Context: an optimization exercise on an open-source flow, tuned for small area, a short achievable clock period and few clock cycles per item. The choices shown serve that exercise and are no tape-out recipe. Function was not checked in any run shown here: the RTL went through the layout flow alone. No activity file was given, so power comes from the tool's default toggle rates.

==> design/flow/flow/run.sh <==
#!/bin/bash
# The standard layout (standard.sh) with two changes:
#  - the final ABC mapping of the standard synthesis uses flow/abc_map.script
#    (ORFS's speed script without its blanket upsizing);
#  - the port buffers are the library's smallest plain buffer (buffer_ports
#    otherwise picks a delay cell).
set -euo pipefail
here=$(pwd)
export FLOW_SYNTH_TCL=$here/synth_recipe.tcl
export MY_ABC_SCRIPT=$here/flow/abc_map.script
export BUFFER_PORTS_ARGS="-buffer_cell sky130_fd_sc_hd__buf_1"
sed "s#SYNTH_SCRIPT=[^ ]*#SYNTH_SCRIPT=$here/flow/my_synth.tcl#" standard.sh > my_standard.sh
grep -q "SYNTH_SCRIPT=$here/flow/my_synth.tcl" my_standard.sh
bash my_standard.sh > standard.log 2>&1
==> design/flow/flow/abc_map.script <==
&get -n
&st
&dch
&nf
&st
&syn2
&if -g -K 6
&synch2
&nf
&st
&syn2
&if -g -K 6
&synch2
&nf
&st
&syn2
&if -g -K 6
&synch2
&nf
&st
&syn2
&if -g -K 6
&synch2
&nf
&st
&syn2
&if -g -K 6
&synch2
&nf
&put
buffer -c
topo
stime -c

dnsize -c
==> design/flow/flow/my_synth.tcl <==
# The standard flow's synthesis (synth_recipe.tcl, unchanged), except that the final ABC
# technology mapping runs flow/abc_map.script instead of ORFS's speed script
proc abc {args} {
  set i [lsearch -exact $args -script]
  if {$i >= 0} {
    lset args [expr {$i + 1}] $::env(MY_ABC_SCRIPT)
  }
  yosys abc {*}$args
}
source $::env(FLOW_SYNTH_TCL)
==> design/flow/standard.sh <==
#!/bin/bash
# synth_recipe.tcl (not shown) runs the flow's synth.tcl, then flattens the netlist and writes it again
# the make line also repeats each setting of config.mk as NAME=value (left out here)
make -C /OpenROAD-flow-scripts/flow DESIGN_CONFIG=/design/flow/config.mk WORK_HOME=/design/flow/orfs CLKGATE_MAP_FILE= SYNTH_SCRIPT=/design/flow/synth_recipe.tcl "${@:-finish}"
==> design/flow/config.mk <==
export PLATFORM = sky130hd
export DESIGN_NAME = unpipelined_divider
export DESIGN_NICKNAME = unpipelined_divider
export VERILOG_FILES = /design/flow/design.v
export SDC_FILE = /design/flow/constraint.sdc
export NUM_CORES = 4
export LEC_CHECK = 0
export CAP_MARGIN = 20
export CORE_MARGIN = 2
export CORE_UTILIZATION = 55
export CTS_BUF_LIST = sky130_fd_sc_hd__clkbuf_4 sky130_fd_sc_hd__clkbuf_8
export SETUP_SLACK_MARGIN = 1.0
export SLEW_MARGIN = 20
export SYNTH_HIERARCHICAL = 1
export SYNTH_MINIMUM_KEEP_SIZE = 0
==> design/flow/constraint.sdc <==
create_clock -name core_clock -period 4.0 [get_ports {clk}]
set_input_delay 0.8000 -clock core_clock [delete_from_list [all_inputs] [get_ports {clk}]]
set_output_delay 0.8000 -clock core_clock [all_outputs]
set_load 0.01 [all_outputs]
==> design/flow/design.v <==
module unpipelined_divider #
(
    parameter N = 32
)
(
    input wire [N-1:0] dividend,
    input wire [N-1:0] divisor,
    input wire start,
    input wire rst,
    input wire clk,
    output wire [N-1:0] quotient,
    output wire [N-1:0] remainder,
    output reg done
);
    reg [N-1:0] rem_reg;    
    reg [N-1:0] quot_reg;   
    reg         x_reg;      
    reg [4:0]   cnt;        
    reg         busy;
    wire [3:0] d_byte, x_byte;
    wire d_n1, d_n3, x_n7, x_n5;
    genvar k;
    generate
        for (k = 0; k < 4; k = k + 1) begin : byte_or
            or8 od (.a(divisor[8*k +: 8]), .y(d_byte[k]));
            or8 ox (.a(dividend[8*k +: 8]), .y(x_byte[k]));
        end
    endgenerate
    or4 on1 (.a(divisor[7:4]), .y(d_n1));
    or4 on3 (.a(divisor[15:12]), .y(d_n3));
    or4 on7 (.a(dividend[31:28]), .y(x_n7));
    or4 on5 (.a(dividend[23:20]), .y(x_n5));
    wire l24, l16, l12, l8, l4;
    skip_dec sd (.d_byte(d_byte), .x_byte(x_byte), .d_n1(d_n1), .d_n3(d_n3),
                 .x_n7(x_n7), .x_n5(x_n5), .start(start),
                 .l24(l24), .l16(l16), .l12(l12), .l8(l8), .l4(l4));
    wire [N-1:0] rem_load = ({N{l24}} & {8'd0, dividend[N-1:8]}) |
                            ({N{l16}} & {16'd0, dividend[N-1:16]}) |
                            ({N{l12}} & {20'd0, dividend[N-1:20]}) |
                            ({N{l8}} & {24'd0, dividend[N-1:24]}) |
                            ({N{l4}} & {28'd0, dividend[N-1:28]});
    wire [4:0] cnt_load = {l24 | l16, l24 | l12 | l8, l12 | l4, 2'b00};
    wire x_first = l24 ? dividend[7] : l16 ? dividend[15] : l12 ? dividend[19] :
                   l8 ? dividend[23] : l4 ? dividend[27] : dividend[31];
    wire [N-1:0] x_by_cnt;
    generate
        for (k = 0; k < N - 1; k = k + 1) begin : xb
            assign x_by_cnt[k] = dividend[N-2-k];
        end
    endgenerate
    assign x_by_cnt[N-1] = 1'b0;
    wire [N:0] t = {rem_reg, x_reg};
    wire [N-1:0] diff;
    wire ge, ge_n;
    div_step step (.a(t[N-1:0]), .b(divisor), .top(t[N]), .diff(diff), .ge(ge),
                   .ge_n(ge_n));
    wire take;
    nor2 tk (.a(ge_n), .b(start), .y(take));
    wire [N-1:0] rem_hold = rem_load | ({N{~start}} & t[N-1:0]);
    wire [N-1:0] rem_next;
    generate
        for (k = 0; k < N; k = k + 1) begin : rnext
            mux2 mg (.s(take), .a(rem_hold[k]), .b(diff[k]), .y(rem_next[k]));
        end
    endgenerate
    always @(posedge clk) begin
        rem_reg <= rem_next;
        quot_reg <= start ? {N{1'b0}} : {quot_reg[N-2:0], ge};
        x_reg    <= start ? x_first : x_by_cnt[cnt];
    end
    always @(posedge clk) begin
        if (start) cnt <= cnt_load;
        else       cnt <= cnt + 5'd1;
    end
    always @(posedge clk or posedge rst) begin
        if (rst) begin
            busy <= 1'b0;
            done <= 1'b0;
        end else begin
            done <= busy && (cnt == 5'd31);
            if (start)
                busy <= 1'b1;
            else if (cnt == 5'd31)
                busy <= 1'b0;
        end
    end
    assign quotient  = quot_reg;
    assign remainder = rem_reg;
endmodule
module div_step (
    input  wire [31:0] a,
    input  wire [31:0] b,
    input  wire        top,
    output wire [31:0] diff,
    output wire        ge,
    output wire        ge_n
);
    wire x = top;
    wire g0_0;
    sk_gen0 l0 (.a(a[0]), .b(b[0]), .g(g0_0));
    wire g0_1, p0_1;
    sk_gen  lg1 (.a(a[1]), .b(b[1]), .g(g0_1));
    sk_prop lp1 (.a(a[1]), .b(b[1]), .p(p0_1));
    wire g0_2, p0_2;
    sk_gen  lg2 (.a(a[2]), .b(b[2]), .g(g0_2));
    sk_prop lp2 (.a(a[2]), .b(b[2]), .p(p0_2));
    wire g0_3, p0_3;
    sk_gen  lg3 (.a(a[3]), .b(b[3]), .g(g0_3));
    sk_prop lp3 (.a(a[3]), .b(b[3]), .p(p0_3));
    wire g0_4, p0_4;
    sk_gen  lg4 (.a(a[4]), .b(b[4]), .g(g0_4));
    sk_prop lp4 (.a(a[4]), .b(b[4]), .p(p0_4));
    wire g0_5, p0_5;
    sk_gen  lg5 (.a(a[5]), .b(b[5]), .g(g0_5));
    sk_prop lp5 (.a(a[5]), .b(b[5]), .p(p0_5));
    wire g0_6, p0_6;
    sk_gen  lg6 (.a(a[6]), .b(b[6]), .g(g0_6));
    sk_prop lp6 (.a(a[6]), .b(b[6]), .p(p0_6));
    wire g0_7, p0_7;
    sk_gen  lg7 (.a(a[7]), .b(b[7]), .g(g0_7));
    sk_prop lp7 (.a(a[7]), .b(b[7]), .p(p0_7));
    wire g0_8, p0_8;
    sk_gen  lg8 (.a(a[8]), .b(b[8]), .g(g0_8));
    sk_prop lp8 (.a(a[8]), .b(b[8]), .p(p0_8));
    wire g0_9, p0_9;
    sk_gen  lg9 (.a(a[9]), .b(b[9]), .g(g0_9));
    sk_prop lp9 (.a(a[9]), .b(b[9]), .p(p0_9));
    wire g0_10, p0_10;
    sk_gen  lg10 (.a(a[10]), .b(b[10]), .g(g0_10));
    sk_prop lp10 (.a(a[10]), .b(b[10]), .p(p0_10));
    wire g0_11, p0_11;
    sk_gen  lg11 (.a(a[11]), .b(b[11]), .g(g0_11));
    sk_prop lp11 (.a(a[11]), .b(b[11]), .p(p0_11));
    wire g0_12, p0_12;
    sk_gen  lg12 (.a(a[12]), .b(b[12]), .g(g0_12));
    sk_prop lp12 (.a(a[12]), .b(b[12]), .p(p0_12));
    wire g0_13, p0_13;
    sk_gen  lg13 (.a(a[13]), .b(b[13]), .g(g0_13));
    sk_prop lp13 (.a(a[13]), .b(b[13]), .p(p0_13));
    wire g0_14, p0_14;
    sk_gen  lg14 (.a(a[14]), .b(b[14]), .g(g0_14));
    sk_prop lp14 (.a(a[14]), .b(b[14]), .p(p0_14));
    wire g0_15, p0_15;
    sk_gen  lg15 (.a(a[15]), .b(b[15]), .g(g0_15));
    sk_prop lp15 (.a(a[15]), .b(b[15]), .p(p0_15));
    wire g0_16, p0_16;
    sk_gen  lg16 (.a(a[16]), .b(b[16]), .g(g0_16));
    sk_prop lp16 (.a(a[16]), .b(b[16]), .p(p0_16));
    wire g0_17, p0_17;
    sk_gen  lg17 (.a(a[17]), .b(b[17]), .g(g0_17));
    sk_prop lp17 (.a(a[17]), .b(b[17]), .p(p0_17));
    wire g0_18, p0_18;
    sk_gen  lg18 (.a(a[18]), .b(b[18]), .g(g0_18));
    sk_prop lp18 (.a(a[18]), .b(b[18]), .p(p0_18));
    wire g0_19, p0_19;
    sk_gen  lg19 (.a(a[19]), .b(b[19]), .g(g0_19));
    sk_prop lp19 (.a(a[19]), .b(b[19]), .p(p0_19));
    wire g0_20, p0_20;
    sk_gen  lg20 (.a(a[20]), .b(b[20]), .g(g0_20));
    sk_prop lp20 (.a(a[20]), .b(b[20]), .p(p0_20));
    wire g0_21, p0_21;
    sk_gen  lg21 (.a(a[21]), .b(b[21]), .g(g0_21));
    sk_prop lp21 (.a(a[21]), .b(b[21]), .p(p0_21));
    wire g0_22, p0_22;
    sk_gen  lg22 (.a(a[22]), .b(b[22]), .g(g0_22));
    sk_prop lp22 (.a(a[22]), .b(b[22]), .p(p0_22));
    wire g0_23, p0_23;
    sk_gen  lg23 (.a(a[23]), .b(b[23]), .g(g0_23));
    sk_prop lp23 (.a(a[23]), .b(b[23]), .p(p0_23));
    wire g0_24, p0_24;
    sk_gen  lg24 (.a(a[24]), .b(b[24]), .g(g0_24));
    sk_prop lp24 (.a(a[24]), .b(b[24]), .p(p0_24));
    wire g0_25, p0_25;
    sk_gen  lg25 (.a(a[25]), .b(b[25]), .g(g0_25));
    sk_prop lp25 (.a(a[25]), .b(b[25]), .p(p0_25));
    wire g0_26, p0_26;
    sk_gen  lg26 (.a(a[26]), .b(b[26]), .g(g0_26));
    sk_prop lp26 (.a(a[26]), .b(b[26]), .p(p0_26));
    wire g0_27, p0_27;
    sk_gen  lg27 (.a(a[27]), .b(b[27]), .g(g0_27));
    sk_prop lp27 (.a(a[27]), .b(b[27]), .p(p0_27));
    wire g0_28, p0_28;
    sk_gen  lg28 (.a(a[28]), .b(b[28]), .g(g0_28));
    sk_prop lp28 (.a(a[28]), .b(b[28]), .p(p0_28));
    wire g0_29, p0_29;
    sk_gen  lg29 (.a(a[29]), .b(b[29]), .g(g0_29));
    sk_prop lp29 (.a(a[29]), .b(b[29]), .p(p0_29));
    wire g0_30, p0_30;
    sk_gen  lg30 (.a(a[30]), .b(b[30]), .g(g0_30));
    sk_prop lp30 (.a(a[30]), .b(b[30]), .p(p0_30));
    wire g0_31, p0_31;
    sk_gen  lg31 (.a(a[31]), .b(b[31]), .g(g0_31));
    sk_prop lp31 (.a(a[31]), .b(b[31]), .p(p0_31));
    wire g1_1;
    sk_dotg_p n0 (.gh(g0_1), .ph(p0_1), .gl(g0_0), .g(g1_1));
    wire g1_3, p1_3;
    sk_dot_p n1 (.gh(g0_3), .ph(p0_3), .gl(g0_2), .pl(p0_2), .g(g1_3), .p(p1_3));
    wire g1_5, p1_5;
    sk_dot_p n2 (.gh(g0_5), .ph(p0_5), .gl(g0_4), .pl(p0_4), .g(g1_5), .p(p1_5));
    wire g1_7, p1_7;
    sk_dot_p n3 (.gh(g0_7), .ph(p0_7), .gl(g0_6), .pl(p0_6), .g(g1_7), .p(p1_7));
    wire g1_9, p1_9;
    sk_dot_p n4 (.gh(g0_9), .ph(p0_9), .gl(g0_8), .pl(p0_8), .g(g1_9), .p(p1_9));
    wire g1_11, p1_11;
    sk_dot_p n5 (.gh(g0_11), .ph(p0_11), .gl(g0_10), .pl(p0_10), .g(g1_11), .p(p1_11));
    wire g1_13, p1_13;
    sk_dot_p n6 (.gh(g0_13), .ph(p0_13), .gl(g0_12), .pl(p0_12), .g(g1_13), .p(p1_13));
    wire g1_15, p1_15;
    sk_dot_p n7 (.gh(g0_15), .ph(p0_15), .gl(g0_14), .pl(p0_14), .g(g1_15), .p(p1_15));
    wire g1_17, p1_17;
    sk_dot_p n8 (.gh(g0_17), .ph(p0_17), .gl(g0_16), .pl(p0_16), .g(g1_17), .p(p1_17));
    wire g1_19, p1_19;
    sk_dot_p n9 (.gh(g0_19), .ph(p0_19), .gl(g0_18), .pl(p0_18), .g(g1_19), .p(p1_19));
    wire g1_21, p1_21;
    sk_dot_p n10 (.gh(g0_21), .ph(p0_21), .gl(g0_20), .pl(p0_20), .g(g1_21), .p(p1_21));
    wire g1_23, p1_23;
    sk_dot_p n11 (.gh(g0_23), .ph(p0_23), .gl(g0_22), .pl(p0_22), .g(g1_23), .p(p1_23));
    wire g1_25, p1_25;
    sk_dot_p n12 (.gh(g0_25), .ph(p0_25), .gl(g0_24), .pl(p0_24), .g(g1_25), .p(p1_25));
    wire g1_27, p1_27;
    sk_dot_p n13 (.gh(g0_27), .ph(p0_27), .gl(g0_26), .pl(p0_26), .g(g1_27), .p(p1_27));
    wire g1_29, p1_29;
    sk_dot_p n14 (.gh(g0_29), .ph(p0_29), .gl(g0_28), .pl(p0_28), .g(g1_29), .p(p1_29));
    wire g1_31, p1_31;
    sk_dot_p n15 (.gh(g0_31), .ph(p0_31), .gl(g0_30), .pl(p0_30), .g(g1_31), .p(p1_31));
    wire g1_1_c;
    sk_inv i_g1_1 (.a(g1_1), .y(g1_1_c));
    wire g2_2;
    sk_dotg_p n16 (.gh(g0_2), .ph(p0_2), .gl(g1_1_c), .g(g2_2));
    wire g2_3;
    sk_dotg_n n17 (.gh(g1_3), .ph(p1_3), .gl(g1_1), .g(g2_3));
    wire g1_5_c;
    sk_inv i_g1_5 (.a(g1_5), .y(g1_5_c));
    wire p1_5_c;
    sk_inv i_p1_5 (.a(p1_5), .y(p1_5_c));
    wire g2_6, p2_6;
    sk_dot_p n18 (.gh(g0_6), .ph(p0_6), .gl(g1_5_c), .pl(p1_5_c), .g(g2_6), .p(p2_6));
    wire g2_7, p2_7;
    sk_dot_n n19 (.gh(g1_7), .ph(p1_7), .gl(g1_5), .pl(p1_5), .g(g2_7), .p(p2_7));
    wire g1_9_c;
    sk_inv i_g1_9 (.a(g1_9), .y(g1_9_c));
    wire p1_9_c;
    sk_inv i_p1_9 (.a(p1_9), .y(p1_9_c));
    wire g2_10, p2_10;
    sk_dot_p n20 (.gh(g0_10), .ph(p0_10), .gl(g1_9_c), .pl(p1_9_c), .g(g2_10), .p(p2_10));
    wire g2_11, p2_11;
    sk_dot_n n21 (.gh(g1_11), .ph(p1_11), .gl(g1_9), .pl(p1_9), .g(g2_11), .p(p2_11));
    wire g1_13_c;
    sk_inv i_g1_13 (.a(g1_13), .y(g1_13_c));
    wire p1_13_c;
    sk_inv i_p1_13 (.a(p1_13), .y(p1_13_c));
    wire g2_14, p2_14;
    sk_dot_p n22 (.gh(g0_14), .ph(p0_14), .gl(g1_13_c), .pl(p1_13_c), .g(g2_14), .p(p2_14));
    wire g2_15, p2_15;
    sk_dot_n n23 (.gh(g1_15), .ph(p1_15), .gl(g1_13), .pl(p1_13), .g(g2_15), .p(p2_15));
    wire g1_17_c;
    sk_inv i_g1_17 (.a(g1_17), .y(g1_17_c));
    wire p1_17_c;
    sk_inv i_p1_17 (.a(p1_17), .y(p1_17_c));
    wire g2_18, p2_18;
    sk_dot_p n24 (.gh(g0_18), .ph(p0_18), .gl(g1_17_c), .pl(p1_17_c), .g(g2_18), .p(p2_18));
    wire g2_19, p2_19;
    sk_dot_n n25 (.gh(g1_19), .ph(p1_19), .gl(g1_17), .pl(p1_17), .g(g2_19), .p(p2_19));
    wire g1_21_c;
    sk_inv i_g1_21 (.a(g1_21), .y(g1_21_c));
    wire p1_21_c;
    sk_inv i_p1_21 (.a(p1_21), .y(p1_21_c));
    wire g2_22, p2_22;
    sk_dot_p n26 (.gh(g0_22), .ph(p0_22), .gl(g1_21_c), .pl(p1_21_c), .g(g2_22), .p(p2_22));
    wire g2_23, p2_23;
    sk_dot_n n27 (.gh(g1_23), .ph(p1_23), .gl(g1_21), .pl(p1_21), .g(g2_23), .p(p2_23));
    wire g1_25_c;
    sk_inv i_g1_25 (.a(g1_25), .y(g1_25_c));
    wire p1_25_c;
    sk_inv i_p1_25 (.a(p1_25), .y(p1_25_c));
    wire g2_26, p2_26;
    sk_dot_p n28 (.gh(g0_26), .ph(p0_26), .gl(g1_25_c), .pl(p1_25_c), .g(g2_26), .p(p2_26));
    wire g2_27, p2_27;
    sk_dot_n n29 (.gh(g1_27), .ph(p1_27), .gl(g1_25), .pl(p1_25), .g(g2_27), .p(p2_27));
    wire g1_29_c;
    sk_inv i_g1_29 (.a(g1_29), .y(g1_29_c));
    wire p1_29_c;
    sk_inv i_p1_29 (.a(p1_29), .y(p1_29_c));
    wire g2_30, p2_30;
    sk_dot_p n30 (.gh(g0_30), .ph(p0_30), .gl(g1_29_c), .pl(p1_29_c), .g(g2_30), .p(p2_30));
    wire g2_31, p2_31;
    sk_dot_n n31 (.gh(g1_31), .ph(p1_31), .gl(g1_29), .pl(p1_29), .g(g2_31), .p(p2_31));
    wire g3_4;
    sk_dotg_p n32 (.gh(g0_4), .ph(p0_4), .gl(g2_3), .g(g3_4));
    wire g2_3_c;
    sk_inv i_g2_3 (.a(g2_3), .y(g2_3_c));
    wire g3_5;
    sk_dotg_n n33 (.gh(g1_5), .ph(p1_5), .gl(g2_3_c), .g(g3_5));
    wire g3_6;
    sk_dotg_n n34 (.gh(g2_6), .ph(p2_6), .gl(g2_3_c), .g(g3_6));
    wire g3_7;
    sk_dotg_p n35 (.gh(g2_7), .ph(p2_7), .gl(g2_3), .g(g3_7));
    wire g3_12, p3_12;
    sk_dot_p n36 (.gh(g0_12), .ph(p0_12), .gl(g2_11), .pl(p2_11), .g(g3_12), .p(p3_12));
    wire g2_11_c;
    sk_inv i_g2_11 (.a(g2_11), .y(g2_11_c));
    wire p2_11_c;
    sk_inv i_p2_11 (.a(p2_11), .y(p2_11_c));
    wire g3_13, p3_13;
    sk_dot_n n37 (.gh(g1_13), .ph(p1_13), .gl(g2_11_c), .pl(p2_11_c), .g(g3_13), .p(p3_13));
    wire g3_14, p3_14;
    sk_dot_n n38 (.gh(g2_14), .ph(p2_14), .gl(g2_11_c), .pl(p2_11_c), .g(g3_14), .p(p3_14));
    wire g3_15, p3_15;
    sk_dot_p n39 (.gh(g2_15), .ph(p2_15), .gl(g2_11), .pl(p2_11), .g(g3_15), .p(p3_15));
    wire g3_20, p3_20;
    sk_dot_p n40 (.gh(g0_20), .ph(p0_20), .gl(g2_19), .pl(p2_19), .g(g3_20), .p(p3_20));
    wire g2_19_c;
    sk_inv i_g2_19 (.a(g2_19), .y(g2_19_c));
    wire p2_19_c;
    sk_inv i_p2_19 (.a(p2_19), .y(p2_19_c));
    wire g3_21, p3_21;
    sk_dot_n n41 (.gh(g1_21), .ph(p1_21), .gl(g2_19_c), .pl(p2_19_c), .g(g3_21), .p(p3_21));
    wire g3_22, p3_22;
    sk_dot_n n42 (.gh(g2_22), .ph(p2_22), .gl(g2_19_c), .pl(p2_19_c), .g(g3_22), .p(p3_22));
    wire g3_23, p3_23;
    sk_dot_p n43 (.gh(g2_23), .ph(p2_23), .gl(g2_19), .pl(p2_19), .g(g3_23), .p(p3_23));
    wire g3_28, p3_28;
    sk_dot_p n44 (.gh(g0_28), .ph(p0_28), .gl(g2_27), .pl(p2_27), .g(g3_28), .p(p3_28));
    wire g2_27_c;
    sk_inv i_g2_27 (.a(g2_27), .y(g2_27_c));
    wire p2_27_c;
    sk_inv i_p2_27 (.a(p2_27), .y(p2_27_c));
    wire g3_29, p3_29;
    sk_dot_n n45 (.gh(g1_29), .ph(p1_29), .gl(g2_27_c), .pl(p2_27_c), .g(g3_29), .p(p3_29));
    wire g3_30, p3_30;
    sk_dot_n n46 (.gh(g2_30), .ph(p2_30), .gl(g2_27_c), .pl(p2_27_c), .g(g3_30), .p(p3_30));
    wire g3_31, p3_31;
    sk_dot_p n47 (.gh(g2_31), .ph(p2_31), .gl(g2_27), .pl(p2_27), .g(g3_31), .p(p3_31));
    wire g3_7_c;
    sk_inv i_g3_7 (.a(g3_7), .y(g3_7_c));
    wire g4_8;
    sk_dotg_p n48 (.gh(g0_8), .ph(p0_8), .gl(g3_7_c), .g(g4_8));
    wire g4_9;
    sk_dotg_n n49 (.gh(g1_9), .ph(p1_9), .gl(g3_7), .g(g4_9));
    wire g4_10;
    sk_dotg_n n50 (.gh(g2_10), .ph(p2_10), .gl(g3_7), .g(g4_10));
    wire g4_11;
    sk_dotg_p n51 (.gh(g2_11), .ph(p2_11), .gl(g3_7_c), .g(g4_11));
    wire g4_12;
    sk_dotg_n n52 (.gh(g3_12), .ph(p3_12), .gl(g3_7), .g(g4_12));
    wire g4_13;
    sk_dotg_p n53 (.gh(g3_13), .ph(p3_13), .gl(g3_7_c), .g(g4_13));
    wire g4_14;
    sk_dotg_p n54 (.gh(g3_14), .ph(p3_14), .gl(g3_7_c), .g(g4_14));
    wire g4_15;
    sk_dotg_n n55 (.gh(g3_15), .ph(p3_15), .gl(g3_7), .g(g4_15));
    wire g3_23_c;
    sk_inv i_g3_23 (.a(g3_23), .y(g3_23_c));
    wire p3_23_c;
    sk_inv i_p3_23 (.a(p3_23), .y(p3_23_c));
    wire g4_24, p4_24;
    sk_dot_p n56 (.gh(g0_24), .ph(p0_24), .gl(g3_23_c), .pl(p3_23_c), .g(g4_24), .p(p4_24));
    wire g4_25, p4_25;
    sk_dot_n n57 (.gh(g1_25), .ph(p1_25), .gl(g3_23), .pl(p3_23), .g(g4_25), .p(p4_25));
    wire g4_26, p4_26;
    sk_dot_n n58 (.gh(g2_26), .ph(p2_26), .gl(g3_23), .pl(p3_23), .g(g4_26), .p(p4_26));
    wire g4_27, p4_27;
    sk_dot_p n59 (.gh(g2_27), .ph(p2_27), .gl(g3_23_c), .pl(p3_23_c), .g(g4_27), .p(p4_27));
    wire g4_28, p4_28;
    sk_dot_n n60 (.gh(g3_28), .ph(p3_28), .gl(g3_23), .pl(p3_23), .g(g4_28), .p(p4_28));
    wire g4_29, p4_29;
    sk_dot_p n61 (.gh(g3_29), .ph(p3_29), .gl(g3_23_c), .pl(p3_23_c), .g(g4_29), .p(p4_29));
    wire g4_30, p4_30;
    sk_dot_p n62 (.gh(g3_30), .ph(p3_30), .gl(g3_23_c), .pl(p3_23_c), .g(g4_30), .p(p4_30));
    wire g4_31, p4_31;
    sk_dot_n n63 (.gh(g3_31), .ph(p3_31), .gl(g3_23), .pl(p3_23), .g(g4_31), .p(p4_31));
    wire g5_16;
    sk_dotg_p n64 (.gh(g0_16), .ph(p0_16), .gl(g4_15), .g(g5_16));
    wire g4_15_c;
    sk_inv i_g4_15 (.a(g4_15), .y(g4_15_c));
    wire g5_17;
    sk_dotg_n n65 (.gh(g1_17), .ph(p1_17), .gl(g4_15_c), .g(g5_17));
    wire g5_18;
    sk_dotg_n n66 (.gh(g2_18), .ph(p2_18), .gl(g4_15_c), .g(g5_18));
    wire g5_19;
    sk_dotg_p n67 (.gh(g2_19), .ph(p2_19), .gl(g4_15), .g(g5_19));
    wire g5_20;
    sk_dotg_n n68 (.gh(g3_20), .ph(p3_20), .gl(g4_15_c), .g(g5_20));
    wire g5_21;
    sk_dotg_p n69 (.gh(g3_21), .ph(p3_21), .gl(g4_15), .g(g5_21));
    wire g5_22;
    sk_dotg_p n70 (.gh(g3_22), .ph(p3_22), .gl(g4_15), .g(g5_22));
    wire g5_23;
    sk_dotg_n n71 (.gh(g3_23), .ph(p3_23), .gl(g4_15_c), .g(g5_23));
    wire g5_24;
    sk_dotg_n n72 (.gh(g4_24), .ph(p4_24), .gl(g4_15_c), .g(g5_24));
    wire g5_25;
    sk_dotg_p n73 (.gh(g4_25), .ph(p4_25), .gl(g4_15), .g(g5_25));
    wire g5_26;
    sk_dotg_p n74 (.gh(g4_26), .ph(p4_26), .gl(g4_15), .g(g5_26));
    wire g5_27;
    sk_dotg_n n75 (.gh(g4_27), .ph(p4_27), .gl(g4_15_c), .g(g5_27));
    wire g5_28;
    sk_dotg_p n76 (.gh(g4_28), .ph(p4_28), .gl(g4_15), .g(g5_28));
    wire g5_29;
    sk_dotg_n n77 (.gh(g4_29), .ph(p4_29), .gl(g4_15_c), .g(g5_29));
    wire g5_30;
    sk_dotg_n n78 (.gh(g4_30), .ph(p4_30), .gl(g4_15_c), .g(g5_30));
    wire g5_31;
    sk_dotg_p_x n79 (.gh(g4_31), .ph(p4_31), .gl(g4_15), .x(x), .g(g5_31));
    assign ge_n = g5_31;
    sk_inv i_ge (.a(g5_31), .y(ge));
    sk_diff0 s0 (.a(a[0]), .b(b[0]), .s(diff[0]));
    sk_sum s1 (.p(p0_1), .c(g0_0), .s(diff[1]));
    sk_sumn s2 (.p(p0_2), .c(g1_1), .s(diff[2]));
    sk_sumn s3 (.p(p0_3), .c(g2_2), .s(diff[3]));
    sk_sum s4 (.p(p0_4), .c(g2_3), .s(diff[4]));
    sk_sumn s5 (.p(p0_5), .c(g3_4), .s(diff[5]));
    sk_sum s6 (.p(p0_6), .c(g3_5), .s(diff[6]));
    sk_sum s7 (.p(p0_7), .c(g3_6), .s(diff[7]));
    sk_sumn s8 (.p(p0_8), .c(g3_7), .s(diff[8]));
    sk_sumn s9 (.p(p0_9), .c(g4_8), .s(diff[9]));
    sk_sum s10 (.p(p0_10), .c(g4_9), .s(diff[10]));
    sk_sum s11 (.p(p0_11), .c(g4_10), .s(diff[11]));
    sk_sumn s12 (.p(p0_12), .c(g4_11), .s(diff[12]));
    sk_sum s13 (.p(p0_13), .c(g4_12), .s(diff[13]));
    sk_sumn s14 (.p(p0_14), .c(g4_13), .s(diff[14]));
    sk_sumn s15 (.p(p0_15), .c(g4_14), .s(diff[15]));
    sk_sum s16 (.p(p0_16), .c(g4_15), .s(diff[16]));
    sk_sumn s17 (.p(p0_17), .c(g5_16), .s(diff[17]));
    sk_sum s18 (.p(p0_18), .c(g5_17), .s(diff[18]));
    sk_sum s19 (.p(p0_19), .c(g5_18), .s(diff[19]));
    sk_sumn s20 (.p(p0_20), .c(g5_19), .s(diff[20]));
    sk_sum s21 (.p(p0_21), .c(g5_20), .s(diff[21]));
    sk_sumn s22 (.p(p0_22), .c(g5_21), .s(diff[22]));
    sk_sumn s23 (.p(p0_23), .c(g5_22), .s(diff[23]));
    sk_sum s24 (.p(p0_24), .c(g5_23), .s(diff[24]));
    sk_sum s25 (.p(p0_25), .c(g5_24), .s(diff[25]));
    sk_sumn s26 (.p(p0_26), .c(g5_25), .s(diff[26]));
    sk_sumn s27 (.p(p0_27), .c(g5_26), .s(diff[27]));
    sk_sum s28 (.p(p0_28), .c(g5_27), .s(diff[28]));
    sk_sumn s29 (.p(p0_29), .c(g5_28), .s(diff[29]));
    sk_sum s30 (.p(p0_30), .c(g5_29), .s(diff[30]));
    sk_sum s31 (.p(p0_31), .c(g5_30), .s(diff[31]));
endmodule
module nor2 (input wire a, input wire b, output wire y);
    assign y = ~(a | b);
endmodule
module mux2 (input wire s, input wire a, input wire b, output wire y);
    assign y = s ? b : a;
endmodule
module or4 (input wire [3:0] a, output wire y);
    wire lo_n, hi_n;
    nor2 n0 (.a(a[0]), .b(a[1]), .y(lo_n));
    nor2 n1 (.a(a[2]), .b(a[3]), .y(hi_n));
    nand2 n2 (.a(lo_n), .b(hi_n), .y(y));
endmodule
module nand2 (input wire a, input wire b, output wire y);
    assign y = ~(a & b);
endmodule
module or8 (input wire [7:0] a, output wire y);
    assign y = |a;
endmodule
module skip_dec (input wire [3:0] d_byte, input wire [3:0] x_byte,
                 input wire d_n1, input wire d_n3, input wire x_n7, input wire x_n5,
                 input wire start,
                 output wire l24, output wire l16, output wire l12,
                 output wire l8, output wire l4);
    wire d_nz = |d_byte;
    wire c24 = d_byte[3] | (d_nz & ~(|x_byte[3:1]));
    wire c16 = (|d_byte[3:2]) | (d_nz & ~(|x_byte[3:2]));
    wire c12 = (|d_byte[3:2]) | d_n3 | (d_nz & ~(x_byte[3] | x_n5));
    wire c8  = (|d_byte[3:1]) | (d_nz & ~x_byte[3]);
    wire c4  = (|d_byte[3:1]) | d_n1 | (d_nz & ~x_n7);
    assign l24 = start & c24;
    assign l16 = start & c16 & ~c24;
    assign l12 = start & c12 & ~c16;
    assign l8  = start & c8 & ~c12;
    assign l4  = start & c4 & ~c8;
endmodule
module sk_gen0 (input wire a, input wire b, output wire g);
    assign g = a | ~b;
endmodule
module sk_gen (input wire a, input wire b, output wire g);
    assign g = a & ~b;
endmodule
module sk_prop (input wire a, input wire b, output wire p);
    assign p = ~(a ^ b);
endmodule
module sk_dot_p (input wire gh, input wire ph, input wire gl, input wire pl,
                 output wire g, output wire p);
    assign g = ~(gh | (ph & gl));
    assign p = ~(ph & pl);
endmodule
module sk_dot_pi (input wire gh, input wire ph, input wire gl, input wire pl,
                  output wire g, output wire p);
    assign g = ~(gh | (ph & ~gl));
    assign p = ~(ph & ~pl);
endmodule
module sk_dot_n (input wire gh, input wire ph, input wire gl, input wire pl,
                 output wire g, output wire p);
    assign g = ~(gh & (ph | gl));
    assign p = ~(ph | pl);
endmodule
module sk_dot_ni (input wire gh, input wire ph, input wire gl, input wire pl,
                  output wire g, output wire p);
    assign g = ~(gh & (ph | ~gl));
    assign p = ~(ph | ~pl);
endmodule
module sk_dotg_p (input wire gh, input wire ph, input wire gl, output wire g);
    assign g = ~(gh | (ph & gl));
endmodule
module sk_dotg_pi (input wire gh, input wire ph, input wire gl, output wire g);
    assign g = ~(gh | (ph & ~gl));
endmodule
module sk_dotg_n (input wire gh, input wire ph, input wire gl, output wire g);
    assign g = ~(gh & (ph | gl));
endmodule
module sk_dotg_ni (input wire gh, input wire ph, input wire gl, output wire g);
    assign g = ~(gh & (ph | ~gl));
endmodule
module sk_dotg_p_x (input wire gh, input wire ph, input wire gl, input wire x,
                    output wire g);
    assign g = ~(x | gh | (ph & gl));
endmodule
module sk_dotg_pi_x (input wire gh, input wire ph, input wire gl, input wire x,
                     output wire g);
    assign g = ~(x | gh | (ph & ~gl));
endmodule
module sk_dotg_n_x (input wire gh, input wire ph, input wire gl, input wire x,
                    output wire g);
    assign g = x | ~(gh & (ph | gl));
endmodule
module sk_dotg_ni_x (input wire gh, input wire ph, input wire gl, input wire x,
                     output wire g);
    assign g = x | ~(gh & (ph | ~gl));
endmodule
module sk_inv (input wire a, output wire y);
    assign y = ~a;
endmodule
module sk_sum (input wire p, input wire c, output wire s);
    assign s = p ^ c;
endmodule
module sk_sumn (input wire p, input wire c, output wire s);
    assign s = ~(p ^ c);
endmodule
module sk_diff0 (input wire a, input wire b, output wire s);
    assign s = a ^ b;
endmodule
==> out/results.tsv, run 1 <==
metric	value	unit
post-cts hold buffer count	0	
Final Hold Viols	0	
Initial DRC Count	272	
Crit Path Class	input port to flop	
WP data arrival	3.12	ns
Hold Path Class	input port to async pin	
most frequent cells in the layout	buf_1 (130), nor2b_1 (74), dfxtp_1 (70)	
critical path data required time	4.26	ns
die span in x	96.5	um
pre-CTS setup slack	0.244	ns
antenna violations before repair	0	
global-route usage over all layers	28.7	%
multi-input logic area	3160	um2
commonest non-fill, non-tap cell in the layout	buf_1	
core footprint	8260	um2
initial core utilization	57.0	%
H-tree levels	3	
Final Cycle Share	71.7	%
reg2reg path depth	9	
critical-path cell list	buf_1, nor4_2, nand2_1, nor4_4, or4b_2, a21oi_1, buf_4, a22o_1, a221o_1, mux2_2	
num rows	33	
TritonCTS Buffers	9	
critical path's slowest cell	nor4_4	
fmax	349	MHz
Leak Pwr	0.00218	uW
Gate Count Post-Synth	578	
setup_tns	0	ns
synthesis-to-finish area growth	21.3	%
Initial DRT Pass Iterations	9	
power consumption	3170	uW
DP Wirelength	9590	um
drt total wl	13100	um
yosys warns	7	
FF-to-FF setup slack	1.37	ns
I/O Buffers	131	
power density cells	555	nW/um2
Antenna diodes	0	
share of cells above drive strength 1	12.2	%
fin area	5710	um2
Clock Skews	0.0119	ns
Critical Path Sink Type	flop	
DR vias/cell	5.70	
CTS tree	yes	
worst r2r dst	rem_reg[21]$_DFF_P_	
drt wl/cell	15.8	um
via count	4714	
Worst R2R Start	rem_reg[9]$_DFF_P_	
largest net degree at the start of global routing	59	
Placer Congestion	0.935	
Fillers	742	
worst-margin pin slew	0.753	ns
CTS sink cnt	72	
Rel. slew slack	49.7	%
vias in the first global route	4366	
CTS Root Cell	clkbuf_8	
maximum fanout along the worst path	13	
RSZ-0062 raised after global routing	false	
maximum VDD drop	0.283	mV
status	complete, no violations	
Post-DP Area	5400	um2
Final min period	2.87	ns
largest stage delay on the critical path	0.43	ns
CTS Buffer Depth	2	
max_cap viols	0	
FF/Latch Area	1450	um2
GRT overflow	0	
die height	96.5	um
synthesized net count	647	
Setup WS post-layout	1.13	ns
Remaining DRCs	0	
num ports	132	
Final ANT Viol Nets	0	
CTS clock-pin slew for the worst setup and hold paths	0.09	ns
die area	9310	um2
Layout Nets	786	
final setup fails	0	
Final Max Slew Viols	0	
post-synthesis instance area	4700	um2
global-route wire length before repair	20800	um
Startpoint Class	input port	
worst skew pair latency	0.36	ns
syn avg cell area	8.14	um2
worst max path at each step:
stage                           start                   to  slack [ns]
after global routing      divisor[15]   rem_reg[9]$_DFF_P_        0.99
after global placement    divisor[25]  rem_reg[11]$_DFF_P_        0.43
after detailed placement  divisor[25]  rem_reg[10]$_DFF_P_        0.24
final                     divisor[15]   rem_reg[8]$_DFF_P_        1.13
after CTS                 divisor[25]   rem_reg[3]$_DFF_P_        1.07
after floorplan            divisor[9]   rem_reg[0]$_DFF_P_        1.04
routing by layer:
metal / wire, um / track usage, %
met1: 5880 / 38.4
met2: 6060 / 47.5
met3: 920 / 4.81
met4: 206 / 9.04
met5: 0 / 0
repair_timing:
item	4_1_cts	5_1_grt
cloned	0	0
setup buffers	0	2
hold endpoints to repair	0	0
resized for setup	5	11
pin swaps	0	1
setup endpoints to repair	25	33
through the flow:
stage          hold slack, ns  cells  utilization, %
2_1_floorplan           0.454    578               -
3_3_place_gp            0.440    809            65.4
3_5_place_dp            0.449    809            65.4
4_1_cts                 0.241    825            68.1
5_1_grt                 0.267    827            69.1
6_report                0.256    827            69.1
report_power, final:
group | total [uW] | internal, uW | switching, uW | leakage (uW)
clock network | 614 | 301 | 313 | 0.000107
logic | 1530 | 692 | 838 | 0.00147
registers | 1020 | 854 | 167 | 0.000598
worst max-delay path, delay by kind of cell:
family / cells / cell delay, ns
muxes: 1 / 0.26
buffers and inverters: 2 / 0.32
and+or+nand+nor: 4 / 1.18
AOI/OAI and AO/OA: 3 / 0.56
cell type report:
type                    instances  share of cell area [%]
clock buffers                   9                    2.17
multi-input cells             451                    55.3
repair buffers                146                    10.8
clock inverters                 7                    1.49
inverters                      37                    2.43
flip-flops and latches         72                    25.4
well taps                     105                    2.30
==> run 2: changes to the inputs <==
--- a/design/flow/config.mk
+++ b/design/flow/config.mk
@@ -11,3 +11,3 @@
 export CTS_BUF_LIST = sky130_fd_sc_hd__clkbuf_4 sky130_fd_sc_hd__clkbuf_8
-export SETUP_SLACK_MARGIN = 1.0
+export SETUP_SLACK_MARGIN = 1.2
 export SLEW_MARGIN = 20
==> out/results.tsv, run 2 <==
metric	value	unit	change
status	complete, no violations		unchanged
power density cells	536	nW/um2	was 555 nW/um2
CTS tree	yes		unchanged
critical path's slowest cell	a2111oi_4		was nor4_4
non-filler instance count after layout	841		was 827
post-synthesis instance area	4700	um2	unchanged
Buffers & Inverters on Critical Path	4		was 2
Top Family by Delay on Critical Path	compound AO/OA/AOI/OAI gates		was simple AND/OR/NAND/NOR gates
die span in x	96.5	um	unchanged
critical-path cell list	buf_1, nor4_4, nand2_2, buf_4, a2111oi_4, nor3b_2, buf_6, buf_4, a222oi_1, nand2_1, mux2_2		was buf_1, nor4_2, nand2_1, nor4_4, or4b_2, a21oi_1, buf_4, a22o_1, a221o_1, mux2_2
die area	9310	um2	unchanged
commonest non-fill, non-tap cell in the layout	buf_1		unchanged
core footprint	8260	um2	unchanged
antenna violations before repair	0		unchanged
FF/Latch Area	1450	um2	unchanged
most frequent cells in the layout	buf_1 (122), nor2b_1 (74), dfxtp_1 (70)		was buf_1 (130), nor2b_1 (74), dfxtp_1 (70)
fmax	355	MHz	was 349 MHz
Placer Congestion	0.862		was 0.935
reg2reg path depth	10		was 9
Psw	1400	uW	was 1320 uW
num rows	33		unchanged
num ports	132		unchanged
Antenna diodes	0		unchanged
yosys warns	7		unchanged
drt total wl	13600	um	was 13100 um
setup_tns	0	ns	unchanged
fin area	6120	um2	was 5710 um2
Rel. slew slack	51.2	%	was 49.7%
max_cap viols	0		unchanged
CTS Root Cell	clkbuf_8		unchanged
CTS Buffer Depth	2		unchanged
CTS clock-pin slew for the worst setup and hold paths	0.09	ns	about the same
syn avg cell area	8.14	um2	unchanged
worst-margin pin slew	0.730	ns	was 0.753 ns
Net Sw Frac	42.8	%	was 41.6%
Clock Skews	0.0124	ns	was 0.0119 ns
DR vias/cell	5.77		was 5.70
largest stage delay on the critical path	0.39	ns	was 0.43 ns
I/O Buffers	131		unchanged
Leak Pwr	0.00239	uW	was 0.00218 uW
Final Max Slew Viols	0		unchanged
initial core utilization	57.0	%	unchanged
WP data arrival	3.06	ns	was 3.12 ns
critical path's most frequent cell	buf_4		
vias in the first global route	4343		was 4366
worst skew pair latency	0.35	ns	was 0.36 ns
Final Cycle Share	70.3	%	was 71.7%
Final ANT Viol Nets	0		unchanged
Pint	1880	uW	was 1850 uW
register share of total power	32.1	%	was 32.3%
maximum VDD drop	0.261	mV	was 0.283 mV
placed cell count	808		was 809
via count	4855		was 4714
Fillers	654		was 742
Final min period	2.81	ns	was 2.87 ns
FF-to-FF setup slack	1.44	ns	was 1.37 ns
Post-DP Area	5580	um2	was 5400 um2
worst r2r dst	rem_reg[25]$_DFF_P_		was rem_reg[21]$_DFF_P_
GRT overflow	0		unchanged
Layout Nets	800		was 786
Startpoint Class	input port		unchanged
maximum fanout along the worst path	9		was 13
Comb power frac	50.7	%	was 48.3%
RSZ-0062 raised after global routing	true		was false
final setup fails	0		unchanged
multi-input logic area	3470	um2	was 3160 um2
Initial DRC Count	540		was 272
Worst R2R Start	rem_reg[2]$_DFF_P_		was rem_reg[9]$_DFF_P_
global-route usage over all layers	28.0	%	was 28.7%
share of cells above drive strength 1	20.7	%	was 12.2%
largest net degree at the start of global routing	44		was 59
die height	96.5	um	unchanged
Hold Path Class	input port to async pin		unchanged
power consumption	3280	uW	was 3170 uW
Worst Setup SP	divisor[10]		was divisor[15]
Setup WS post-layout	1.19	ns	was 1.13 ns
Gate Count Post-Synth	578		unchanged
Crit Path Class	input port to flop		unchanged
pre-CTS setup slack	0.575	ns	was 0.244 ns
TritonCTS Buffers	9		unchanged
critical path data required time	4.25	ns	was 4.26 ns
H-tree levels	3		unchanged
CTS sink cnt	72		unchanged
DP Wirelength	9810	um	was 9590 um
Initial DRT Pass Iterations	5		was 9
synthesis-to-finish area growth	30.1	%	was 21.3%
global-route wire length before repair	20400	um	was 20800 um
clock share of power	17.2	%	was 19.4%
Final Hold Viols	0		unchanged
synthesized net count	647		unchanged
Remaining DRCs	0		unchanged
post-cts hold buffer count	0		unchanged
Critical Path Sink Type	flop		unchanged
drt wl/cell	16.2	um	was 15.8 um
run 2: through the flow:
step	utilization, %	hold WS, ns
finish	74.1	0.259
global route	74.1	0.256
CTS	70.6	0.251
detailed placement	67.6	0.451
global placement	67.6	0.437
floorplan	-	0.454
run 2: worst max-delay path by stage:
stage	end	slack, ns	cells past startpoint
final	rem_reg[5]$_DFF_P_	1.19	11
after global routing	rem_reg[5]$_DFF_P_	1.09	13
after floorplan	rem_reg[0]$_DFF_P_	1.16	8
after CTS	x_reg$_DFF_P_	1.21	11
after detailed placement	rem_reg[10]$_DFF_P_	0.58	9
after global placement	rem_reg[10]$_DFF_P_	0.61	9
run 2: final cells by class:
cell class	instances	area share, %
Inverter	37	2.27
Sequential cell	72	23.7
Multi-Input combinational cell	451	56.7
Tap cell	105	2.15
Clock buffer	9	2.02
Clock inverter	7	1.08
Timing Repair Buffer	160	12.0
run 2: worst register-to-register path: stages (launching register included):
cell and delay [ns]:
dfxtp_1 0.52, xnor2_4 0.17, nand2_1 0.09, o21ai_2 0.28, a21oi_4 0.16, o21ai_4 0.28, buf_4 0.17, inv_1 0.11
o21ai_0 0.27, xor2_1 0.12, mux2_2 0.28
run 2: metal layers:
layer / track usage (%) / part of all wire (%)
met5: 0 / 0
met2: 46.2 / 48
met3: 4.03 / 6.7
met1: 38.3 / 44
met4: 7.98 / 1.8
run 2: timing repair:
| action | in CTS | in global routing |
|---|---|---|
| endpoints found under the setup margin | 33 | 32 |
| buffers inserted | 4 | 13 |
| pin swaps | 3 | 15 |
| gates resized for setup | 7 | 40 |
run 2: power by group through the flow:
stage / Combinational (uW) / Clock, uW / Sequential [uW]
4_1_cts: 1600 / 574 / 1040
2_1_floorplan: 1140 / 0 / 1070
3_5_place_dp: 1560 / 0 / 1060
3_3_place_gp: 1520 / 0 / 1050
6_report: 1660 / 565 / 1050
5_1_grt: 1820 / 608 / 1070

[re-timing with driven ports]
How much do the figures lean on ideal ports? The routed layouts below were timed once more, with nothing changed but the port constraints.
Step 1, drivers: a clkbuf_16 drives clk and a buf_2 each remaining input, both assumed.
Step 2 adds t to the input delays and takes it off the output delays; t is the mean of the earliest and latest rising clock arrival at the registers after step 1. Input paths then give back, and output paths get back, about the clock's delay inside the block.
Slacks: no drivers / after step 1 / after step 2; pairs: no drivers / after step 1.
run | t (ns) | setup slack, ns | worst setup path after step 2 | worst slew at a driven data input, ns | pins driven straight from the clock port
run 1 | 0.388 | 1.134 / 1.145 / 0.757 | input to register | 0.04 | 1
run 2 | 0.372 | 1.186 / 1.198 / 0.826 | input to register | 0.04 | 1
After both steps every run listed still meets setup and hold. The setup slack of run 1, which loses most, moves by +0.011 ns with the drivers and by -0.377 ns with both steps.
